Source: an optimization exercise on an open RTL-to-GDS flow (aim: small area). Production flows keep margins and buffers that such runs may drop. Only simulation tests tie the RTL to the original design; equivalence was not proved.

==> run a: inputs <==
==> flow/design.v <==
module top_module (
  in_clk, in_restart,
  in_inserted_5, in_inserted_1, in_inserted_05, in_inserted_025,
  in_sel_a, in_sel_b, in_sel_c, in_sel_d,
  in_next, in_finish,
  out_change,
  out_stock_a, out_stock_b, out_stock_c, out_stock_d,
  out_csel_a, out_csel_b, out_csel_c, out_csel_d,
  out_change_1, out_change_05, out_change_025,
  out_spit_a, out_spit_b, out_spit_c, out_spit_d,
  out_state, out_sol_ok
);
input wire in_clk;
input wire in_restart;
input wire in_inserted_5;
input wire in_inserted_1;
input wire in_inserted_05;
input wire in_inserted_025;
input wire in_sel_a;
input wire in_sel_b;
input wire in_sel_c;
input wire in_sel_d;
input wire in_next;
input wire in_finish;
output wire signed [15:0] out_change;
output wire out_stock_a;
output wire out_stock_b;
output wire out_stock_c;
output wire out_stock_d;
output wire out_csel_a;
output wire out_csel_b;
output wire out_csel_c;
output wire out_csel_d;
output wire [7:0] out_change_1;
output wire out_change_05;
output wire out_change_025;
output wire out_spit_a;
output wire out_spit_b;
output wire out_spit_c;
output wire out_spit_d;
output wire [1:0] out_state;
output wire out_sol_ok;
main_FSM main_FSM_dut (
  .in_clk (in_clk),
  .in_restart (in_restart),
  .in_next (in_next),
  .in_finish (in_finish),
  .out_state (out_state)
);
dp dp_dut (
  .in_clk (in_clk),
  .in_restart (in_restart),
  .in_state (out_state),
  .in_inserted_5 (in_inserted_5),
  .in_inserted_1 (in_inserted_1),
  .in_inserted_05 (in_inserted_05),
  .in_inserted_025 (in_inserted_025),
  .in_sel_a (in_sel_a),
  .in_sel_b (in_sel_b),
  .in_sel_c (in_sel_c),
  .in_sel_d (in_sel_d),
  .out_change (out_change),
  .out_stock_a (out_stock_a),
  .out_stock_b (out_stock_b),
  .out_stock_c (out_stock_c),
  .out_stock_d (out_stock_d),
  .out_csel_a (out_csel_a),
  .out_csel_b (out_csel_b),
  .out_csel_c (out_csel_c),
  .out_csel_d (out_csel_d),
  .out_change_1 (out_change_1),
  .out_change_05 (out_change_05),
  .out_change_025 (out_change_025),
  .out_spit_a (out_spit_a),
  .out_spit_b (out_spit_b),
  .out_spit_c (out_spit_c),
  .out_spit_d (out_spit_d),
  .out_sol_ok (out_sol_ok)
);
endmodule
module main_FSM (in_clk, in_restart, in_next, in_finish, out_state);
  input wire in_clk, in_restart, in_next, in_finish;
  output reg [1:0] out_state;
  wire st_start = ~out_state[1] & out_state[0];
  always @(posedge in_clk) begin
    out_state[0] <= ~(in_restart | (st_start & in_next));
    out_state[1] <= ~in_restart & st_start & (in_next | in_finish);
  end
endmodule
module dp (
  in_clk, in_restart, in_state,
  in_sel_a, in_sel_b, in_sel_c, in_sel_d,
  in_inserted_5, in_inserted_1, in_inserted_05, in_inserted_025,
  out_stock_a, out_stock_b, out_stock_c, out_stock_d,
  out_csel_a, out_csel_b, out_csel_c, out_csel_d,
  out_spit_a, out_spit_b, out_spit_c, out_spit_d,
  out_change, out_change_1, out_change_05, out_change_025, out_sol_ok
);
  input wire in_clk, in_restart;
  input wire [1:0] in_state;
  input wire in_sel_a, in_sel_b, in_sel_c, in_sel_d;
  input wire in_inserted_5, in_inserted_1, in_inserted_05, in_inserted_025;
  output wire out_stock_a, out_stock_b, out_stock_c, out_stock_d;
  output reg out_csel_a, out_csel_b, out_csel_c, out_csel_d;
  output reg out_spit_a, out_spit_b, out_spit_c, out_spit_d;
  output wire signed [15:0] out_change;
  output reg [7:0] out_change_1;
  output reg out_change_05, out_change_025;
  output wire out_sol_ok;
  wire idle   = ~in_state[1] & ~in_state[0];
  wire start  = ~in_state[1] &  in_state[0];
  wire sitem  =  in_state[1] & ~in_state[0];
  wire smoney =  in_state[1] &  in_state[0];
  reg       item_a;
  reg [2:0] item_b, item_c, item_d;
  reg [14:0] money;
  reg [7:0] dollar_1_num, dollar_05_num, dollar_025_num;
  assign out_stock_a = item_a;
  assign out_stock_b = item_b[2];
  assign out_stock_c = item_c[2];
  assign out_stock_d = item_d[2];
  wire [4:0] price = (out_csel_a ? 5'd7 : 5'd0) + (out_csel_b ? 5'd6 : 5'd0) +
                     (out_csel_c ? 5'd5 : 5'd0) + (out_csel_d ? 5'd4 : 5'd0);
  wire        borrow;
  wire [14:0] change;
  assign {borrow, change} = {1'b0, money} - {11'd0, price};
  assign out_change = {change, 1'b0};
  assign out_sol_ok = change[14] |
                      ((dollar_1_num >= change[9:2]) &
                       ((|dollar_05_num) | ~change[1]) &
                       ((|dollar_025_num) | ~change[0]));
  wire buy = in_state[1] & ~borrow & out_sol_ok;
  wire [9:0] pay = ~smoney ? 10'd0 :
                   buy ? (change[14] ? 10'd0 : change[9:0]) : money[9:0];
  wire [4:0] coins = {in_inserted_5, 1'b0, in_inserted_5, 2'b00} +
                     {2'b00, in_inserted_1, in_inserted_05, in_inserted_025};
  wire [4:0] coins_g = start ? coins : 5'd0;
  always @(posedge in_clk) begin
    if (in_restart)
      money <= {10'd0, price};
    else if (idle | smoney)
      money <= 15'd0;
    else if (sitem & buy)
      money <= change;
    else
      money <= money + {10'd0, coins_g};
    if (idle) begin
      dollar_1_num   <= 8'd2;
      dollar_05_num  <= 8'd2;
      dollar_025_num <= 8'd0;
    end else begin
      dollar_1_num   <= dollar_1_num + (start ? {7'd0, in_inserted_1} : ~{pay[9:2]}) + {7'd0, ~start};
      dollar_05_num  <= dollar_05_num + {{7{pay[1]}}, pay[1] | (start & in_inserted_05)};
      dollar_025_num <= dollar_025_num + {{7{pay[0]}}, pay[0] | (start & in_inserted_025)};
    end
    if (~in_restart) begin
      if (idle | smoney | buy) begin
        out_csel_a <= 1'b0; out_csel_b <= 1'b0; out_csel_c <= 1'b0; out_csel_d <= 1'b0;
      end else if (start) begin
        if (in_sel_a) out_csel_a <= out_stock_a & ~out_csel_a;
        if (in_sel_b) out_csel_b <= out_stock_b & ~out_csel_b;
        if (in_sel_c) out_csel_c <= out_stock_c & ~out_csel_c;
        if (in_sel_d) out_csel_d <= out_stock_d & ~out_csel_d;
      end
      out_spit_a <= buy & out_csel_a;
      out_spit_b <= buy & out_csel_b;
      out_spit_c <= buy & out_csel_c;
      out_spit_d <= buy & out_csel_d;
      if (idle) begin
        item_a <= 1'b1; item_b <= 3'b101; item_c <= 3'b101; item_d <= 3'b101;
      end else if (buy) begin
        if (out_csel_a) item_a <= 1'b0;
        if (out_csel_b) item_b <= {item_b[1] | item_b[0], item_b[0], item_b[0] & ~item_b[1]};
        if (out_csel_c) item_c <= {item_c[1] | item_c[0], item_c[0], item_c[0] & ~item_c[1]};
        if (out_csel_d) item_d <= {item_d[1] | item_d[0], item_d[0], item_d[0] & ~item_d[1]};
      end
      if (in_state[0])
        {out_change_1, out_change_05, out_change_025} <= pay;
    end
  end
endmodule
==> flow/run.sh <==
#!/bin/bash
# synth_recipe.tcl (not shown) runs the flow's synth.tcl, then flattens the netlist and writes it again
# the make line also repeats each setting of config.mk as NAME=value (left out here)
make -C /OpenROAD-flow-scripts/flow DESIGN_CONFIG=/design/flow/config.mk WORK_HOME=/design/flow/orfs CLKGATE_MAP_FILE= SYNTH_SCRIPT=/design/flow/synth_recipe.tcl finish
==> flow/config.mk <==
export PLATFORM = sky130hd
export DESIGN_NAME = top_module
export DESIGN_NICKNAME = top_module
export VERILOG_FILES = /design/flow/design.v
export SDC_FILE = /design/flow/constraint.sdc
export NUM_CORES = 4
export LEC_CHECK = 0
export CAP_MARGIN = 20
export CORE_MARGIN = 2
export CORE_UTILIZATION = 40
export SLEW_MARGIN = 20
==> flow/constraint.sdc <==
create_clock -name core_clock -period 10.0 [get_ports {in_clk}]
set_input_delay 2.0000 -clock core_clock [delete_from_list [all_inputs] [get_ports {in_clk}]]
set_output_delay 2.0000 -clock core_clock [all_outputs]
set_load 0.01 [all_outputs]
==> run b (differences from run a) <==
==> flow/design.v, changed modules only <==
module dp (
  in_clk, in_restart, in_state,
  in_sel_a, in_sel_b, in_sel_c, in_sel_d,
  in_inserted_5, in_inserted_1, in_inserted_05, in_inserted_025,
  out_stock_a, out_stock_b, out_stock_c, out_stock_d,
  out_csel_a, out_csel_b, out_csel_c, out_csel_d,
  out_spit_a, out_spit_b, out_spit_c, out_spit_d,
  out_change, out_change_1, out_change_05, out_change_025, out_sol_ok
);
  input wire in_clk, in_restart;
  input wire [1:0] in_state;
  input wire in_sel_a, in_sel_b, in_sel_c, in_sel_d;
  input wire in_inserted_5, in_inserted_1, in_inserted_05, in_inserted_025;
  output wire out_stock_a, out_stock_b, out_stock_c, out_stock_d;
  output wire out_csel_a, out_csel_b, out_csel_c, out_csel_d;
  output wire out_spit_a, out_spit_b, out_spit_c, out_spit_d;
  output wire signed [15:0] out_change;
  output reg [7:0] out_change_1;
  output reg out_change_05, out_change_025;
  output wire out_sol_ok;
  wire idle   = ~in_state[1] & ~in_state[0];
  wire start  = ~in_state[1] &  in_state[0];
  wire sitem  =  in_state[1] & ~in_state[0];
  wire smoney =  in_state[1] &  in_state[0];
  reg       item_a;
  reg [2:0] item_b, item_c, item_d;
  reg [14:0] money;
  reg [3:0] sel;
  reg       bought;
  assign {out_csel_a, out_csel_b, out_csel_c, out_csel_d} = sel & {4{~bought}};
  assign {out_spit_a, out_spit_b, out_spit_c, out_spit_d} = sel & {4{bought}};
  wire [3:0] in_sel = {in_sel_a, in_sel_b, in_sel_c, in_sel_d};
  reg [7:0] dollar_1_num, dollar_05_num, dollar_025_num;
  assign out_stock_a = item_a;
  assign out_stock_b = item_b[2];
  assign out_stock_c = item_c[2];
  assign out_stock_d = item_d[2];
  wire [4:0] price = (out_csel_a ? 5'd7 : 5'd0) + (out_csel_b ? 5'd6 : 5'd0) +
                     (out_csel_c ? 5'd5 : 5'd0) + (out_csel_d ? 5'd4 : 5'd0);
  wire        borrow;
  wire [14:0] change;
  assign {borrow, change} = {1'b0, money} - {11'd0, price};
  assign out_change = idle ? 16'd0 : {change, 1'b0};
  assign out_sol_ok = idle | change[14] |
                      ((dollar_1_num >= change[9:2]) &
                       ((|dollar_05_num) | ~change[1]) &
                       ((|dollar_025_num) | ~change[0]));
  wire buy = in_state[1] & ~borrow & out_sol_ok;
  wire [9:0] pay = ~smoney ? 10'd0 :
                   buy ? (change[14] ? 10'd0 : change[9:0]) : money[9:0];
  wire [4:0] coins = {in_inserted_5, 1'b0, in_inserted_5, 2'b00} +
                     {2'b00, in_inserted_1, in_inserted_05, in_inserted_025};
  wire [4:0] coins_g = start ? coins : 5'd0;
  always @(posedge in_clk) begin
    if (idle | smoney)
      money <= 15'd0;
    else if (sitem & buy)
      money <= change;
    else
      money <= money + {10'd0, coins_g};
    if (idle) begin
      dollar_1_num   <= 8'd2;
      dollar_05_num  <= 8'd2;
      dollar_025_num <= 8'd0;
    end else begin
      dollar_1_num   <= dollar_1_num + (start ? {7'd0, in_inserted_1} : ~{pay[9:2]}) + {7'd0, ~start};
      dollar_05_num  <= dollar_05_num + {{7{pay[1]}}, pay[1] | (start & in_inserted_05)};
      dollar_025_num <= dollar_025_num + {{7{pay[0]}}, pay[0] | (start & in_inserted_025)};
    end
    if (~in_restart) begin
      bought <= buy;
      if (idle | (smoney & ~buy)) begin
        sel <= 4'd0;
      end else if (start) begin
        sel <= ({out_csel_a, out_csel_b, out_csel_c, out_csel_d} ^ in_sel) &
               (~in_sel | {out_stock_a, out_stock_b, out_stock_c, out_stock_d});
      end
      if (idle) begin
        item_a <= 1'b1; item_b <= 3'b101; item_c <= 3'b101; item_d <= 3'b101;
      end else if (buy) begin
        if (out_csel_a) item_a <= 1'b0;
        if (out_csel_b) item_b <= {item_b[1] | item_b[0], item_b[0], item_b[0] & ~item_b[1]};
        if (out_csel_c) item_c <= {item_c[1] | item_c[0], item_c[0], item_c[0] & ~item_c[1]};
        if (out_csel_d) item_d <= {item_d[1] | item_d[0], item_d[0], item_d[0] & ~item_d[1]};
      end
      if (in_state[0])
        {out_change_1, out_change_05, out_change_025} <= pay;
    end
  end
endmodule
==> flow/flow/run.sh (new file) <==
#!/bin/bash
# Own layout flow: the standard ORFS flow (standard.sh) with
#  - synthesis: the standard flow's script, but ABC maps with the area script in
#    flow/area.abc and Yosys's adder cells are not used (ADDER_MAP_FILE empty),
#    so ABC optimises the arithmetic too; registers are unchanged;
#  - port buffers of type buf_1;
#  - a clock tree of small clock buffers, without dummy loads.
set -euo pipefail
W=$PWD
{
  echo 'proc abc {args} {'
  echo '  set i [lsearch -exact $args -script]'
  echo '  if {$i >= 0} { lset args [expr {$i + 1}] $::env(AREA_ABC_SCRIPT) }'
  echo '  yosys abc {*}$args'
  echo '}'
  cat "$W/synth_recipe.tcl"
} > "$W/area_synth.tcl"
sed -e "s|SYNTH_SCRIPT=[^ ]*|SYNTH_SCRIPT=$W/area_synth.tcl ADDER_MAP_FILE=|" "$W/standard.sh" > "$W/area_standard.sh"
grep -q "area_synth.tcl ADDER_MAP_FILE=" "$W/area_standard.sh"
export AREA_ABC_SCRIPT="$W/flow/area.abc"
export BUFFER_PORTS_ARGS="-buffer_cell sky130_fd_sc_hd__buf_1"
export CTS_ARGS="-sink_clustering_enable -repair_clock_nets -buf_list sky130_fd_sc_hd__clkbuf_4 -dont_use_dummy_load"
bash "$W/area_standard.sh" > "$W/flow.log" 2>&1
==> flow/flow/area.abc (new file) <==
strash
&get -n
&deepsyn -T 60
&put
dch -f
&get -n
&nf -R 1000
&put
topo
==> flow/standard.sh (new file) <==
#!/bin/bash
# synth_recipe.tcl (not shown) runs the flow's synth.tcl, then flattens the netlist and writes it again
# the make line also repeats each setting of config.mk as NAME=value (left out here)
make -C /OpenROAD-flow-scripts/flow DESIGN_CONFIG=/design/flow/config.mk WORK_HOME=/design/flow/orfs CLKGATE_MAP_FILE= SYNTH_SCRIPT=/design/flow/synth_recipe.tcl "${@:-finish}"
CORE_UTILIZATION = 85   (was 40)
removed: flow/run.sh
==> run c (differences from run a) <==
==> flow/design.v, changed modules only <==
module dp (
  in_clk, in_restart, in_state,
  in_sel_a, in_sel_b, in_sel_c, in_sel_d,
  in_inserted_5, in_inserted_1, in_inserted_05, in_inserted_025,
  out_stock_a, out_stock_b, out_stock_c, out_stock_d,
  out_csel_a, out_csel_b, out_csel_c, out_csel_d,
  out_spit_a, out_spit_b, out_spit_c, out_spit_d,
  out_change, out_change_1, out_change_05, out_change_025, out_sol_ok
);
  input wire in_clk, in_restart;
  input wire [1:0] in_state;
  input wire in_sel_a, in_sel_b, in_sel_c, in_sel_d;
  input wire in_inserted_5, in_inserted_1, in_inserted_05, in_inserted_025;
  output wire out_stock_a, out_stock_b, out_stock_c, out_stock_d;
  output wire out_csel_a, out_csel_b, out_csel_c, out_csel_d;
  output wire out_spit_a, out_spit_b, out_spit_c, out_spit_d;
  output wire signed [15:0] out_change;
  output reg [7:0] out_change_1;
  output reg out_change_05, out_change_025;
  output wire out_sol_ok;
  wire idle   = ~in_state[1] & ~in_state[0];
  wire start  = ~in_state[1] &  in_state[0];
  wire sitem  =  in_state[1] & ~in_state[0];
  wire smoney =  in_state[1] &  in_state[0];
  reg       item_a;
  reg [2:0] item_b, item_c, item_d;
  reg [14:0] money;
  reg [3:0] sel;
  reg       bought;
  assign {out_csel_a, out_csel_b, out_csel_c, out_csel_d} = sel & {4{~bought}};
  assign {out_spit_a, out_spit_b, out_spit_c, out_spit_d} = sel & {4{bought}};
  wire [3:0] in_sel = {in_sel_a, in_sel_b, in_sel_c, in_sel_d};
  reg [7:0] dollar_1_num, dollar_05_num, dollar_025_num;
  assign out_stock_a = item_a;
  assign out_stock_b = item_b[2];
  assign out_stock_c = item_c[2];
  assign out_stock_d = item_d[2];
  wire [4:0] price = (out_csel_a ? 5'd7 : 5'd0) + (out_csel_b ? 5'd6 : 5'd0) +
                     (out_csel_c ? 5'd5 : 5'd0) + (out_csel_d ? 5'd4 : 5'd0);
  wire        borrow;
  wire [14:0] change;
  assign {borrow, change} = {1'b0, money} - {11'd0, price};
  assign out_change = {change, 1'b0};
  assign out_sol_ok = change[14] |
                      ((dollar_1_num >= change[9:2]) &
                       ((|dollar_05_num) | ~change[1]) &
                       ((|dollar_025_num) | ~change[0]));
  wire buy = in_state[1] & ~borrow & out_sol_ok;
  wire [9:0] pay = ~smoney ? 10'd0 :
                   buy ? (change[14] ? 10'd0 : change[9:0]) : money[9:0];
  wire [4:0] coins = {in_inserted_5, 1'b0, in_inserted_5, 2'b00} +
                     {2'b00, in_inserted_1, in_inserted_05, in_inserted_025};
  wire [4:0] coins_g = start ? coins : 5'd0;
  always @(posedge in_clk) begin
    if (in_restart)
      money <= {10'd0, price};
    else if (idle | smoney)
      money <= 15'd0;
    else if (sitem & buy)
      money <= change;
    else
      money <= money + {10'd0, coins_g};
    if (idle) begin
      dollar_1_num   <= 8'd2;
      dollar_05_num  <= 8'd2;
      dollar_025_num <= 8'd0;
    end else begin
      dollar_1_num   <= dollar_1_num + (start ? {7'd0, in_inserted_1} : ~{pay[9:2]}) + {7'd0, ~start};
      dollar_05_num  <= dollar_05_num + {{7{pay[1]}}, pay[1] | (start & in_inserted_05)};
      dollar_025_num <= dollar_025_num + {{7{pay[0]}}, pay[0] | (start & in_inserted_025)};
    end
    if (~in_restart) begin
      bought <= buy;
      if (idle | (smoney & ~buy)) begin
        sel <= 4'd0;
      end else if (start) begin
        sel <= ({out_csel_a, out_csel_b, out_csel_c, out_csel_d} ^ in_sel) &
               (~in_sel | {out_stock_a, out_stock_b, out_stock_c, out_stock_d});
      end
      if (idle) begin
        item_a <= 1'b1; item_b <= 3'b101; item_c <= 3'b101; item_d <= 3'b101;
      end else if (buy) begin
        if (out_csel_a) item_a <= 1'b0;
        if (out_csel_b) item_b <= {item_b[1] | item_b[0], item_b[0], item_b[0] & ~item_b[1]};
        if (out_csel_c) item_c <= {item_c[1] | item_c[0], item_c[0], item_c[0] & ~item_c[1]};
        if (out_csel_d) item_d <= {item_d[1] | item_d[0], item_d[0], item_d[0] & ~item_d[1]};
      end
      if (in_state[0])
        {out_change_1, out_change_05, out_change_025} <= pay;
    end
  end
endmodule
==> flow/flow/run.sh (new file) <==
#!/bin/bash
# Own layout flow: the standard ORFS flow (standard.sh) with
#  - synthesis: the standard flow's script, but ABC maps with the area script in
#    flow/area.abc and Yosys's adder cells are not used (ADDER_MAP_FILE empty),
#    so ABC optimises the arithmetic too; registers are unchanged;
#  - port buffers of type buf_1;
#  - a clock tree of small clock buffers, without dummy loads.
set -euo pipefail
W=$PWD
{
  echo 'proc abc {args} {'
  echo '  set i [lsearch -exact $args -script]'
  echo '  if {$i >= 0} { lset args [expr {$i + 1}] $::env(AREA_ABC_SCRIPT) }'
  echo '  yosys abc {*}$args'
  echo '}'
  cat "$W/synth_recipe.tcl"
} > "$W/area_synth.tcl"
sed -e "s|SYNTH_SCRIPT=[^ ]*|SYNTH_SCRIPT=$W/area_synth.tcl ADDER_MAP_FILE=|" "$W/standard.sh" > "$W/area_standard.sh"
grep -q "area_synth.tcl ADDER_MAP_FILE=" "$W/area_standard.sh"
export AREA_ABC_SCRIPT="$W/flow/area.abc"
export BUFFER_PORTS_ARGS="-buffer_cell sky130_fd_sc_hd__buf_1"
export CTS_ARGS="-sink_clustering_enable -repair_clock_nets -buf_list sky130_fd_sc_hd__clkbuf_4 -dont_use_dummy_load"
bash "$W/area_standard.sh" > "$W/flow.log" 2>&1
==> flow/flow/area.abc (new file) <==
strash
&get -n
&deepsyn -T 20
&put
dch -f
&get -n
&nf -R 1000
&put
topo
==> flow/standard.sh (new file) <==
#!/bin/bash
# synth_recipe.tcl (not shown) runs the flow's synth.tcl, then flattens the netlist and writes it again
# the make line also repeats each setting of config.mk as NAME=value (left out here)
make -C /OpenROAD-flow-scripts/flow DESIGN_CONFIG=/design/flow/config.mk WORK_HOME=/design/flow/orfs CLKGATE_MAP_FILE= SYNTH_SCRIPT=/design/flow/synth_recipe.tcl "${@:-finish}"
CORE_UTILIZATION = 75   (was 40)
removed: flow/run.sh
==> results.json <==
{
  "wire_per_inst_um": 16.4,
  "synth_area_leaders": "edfxtp_1, dfxtp_1, ha_1, fa_1, xnor2_1",
  "cts.sinks": 69,
  "die_x_um": 115,
  "worstMarginPinSlew_ps": 1060,
  "setup.worst_path.start": "dp_dut.out_csel_b",
  "p_leak_nw": 2.43,
  "dr_wl_met3_um": 646,
  "whs_endpoint": "dp_dut.item_b[2]",
  "num_vias": 3901,
  "rr_worst_depth": 33,
  "clk-power_mw": 0.327,
  "status": "complete, no violations",
  "clock_tree.root_cell": "clkbuf_16"
}
[end of results for run a]
==> results.json <==
{
  "error": "[ERROR GPL-0301] Utilization 100.518 % exceeds 100%.",
  "synth-edff-count": 25,
  "status": "did not finish",
  "ys_seq_area_share_pct": 43.8,
  "synthCells": 420,
  "die_x_um": 69.0,
  "yosys_warnings": 2,
  "synth_area_leaders": "dfxtp_1, edfxtp_1, xnor2_1, nor2_1, a21oi_1",
  "synth_compound_area_share_pct": 20.4,
  "initial_utilization_pct": 89.1,
  "avgSynthCellArea_um2": 8.55,
  "stop_stage": "global placement without I/O",
  "row_count": 23,
  "yosys-top-cells-count": "nor2_1, dfxtp_1, nand2_1, a21oi_1, o21ai_0"
}
[end of results for run b]
==> results.json <==
{
  "whs_endpoint": "dp_dut.dollar_025_num[7]",
  "cts.sinks": 66,
  "num_vias": 3475,
  "rr_worst_depth": 34,
  "p_leak_nw": 1.43,
  "clk-power_mw": 0.125,
  "clock_tree.root_cell": "clkbuf_4",
  "dr_wl_met3_um": 852,
  "die_x_um": 73.9,
  "setup.worst_path.start": "dp_dut.bought",
  "status": "complete, no violations"
}
[end of results for run c]

==> port drivers added, routing unchanged <==
The flow's constraints put no driver on any port. The routed layouts listed below were extracted and timed again, unchanged, in two steps. Step 1 assumes that a clkbuf_16 drives the clock port and a buf_2 every other input. Step 2, shift: input delay + t, output delay - t, t = (earliest + latest rising clock arrival at the registers) / 2. This alone moves slack from input paths to output paths. Three values: ideal, step 1, step 2; two values: the first two.
run | shift t [ns] | setup WS [ns] | worst setup path at the end | worst data-port slew with drivers (ns) | pins driven straight from the clock port
run a | 0.386 | 2.010 / 1.973 / 2.169 | register to register | 0.03 | 1
run c | 0.435 | 1.766 / 1.766 / 1.766 | register to register | 0.04 | 1
After both steps every run listed still meets setup and hold.
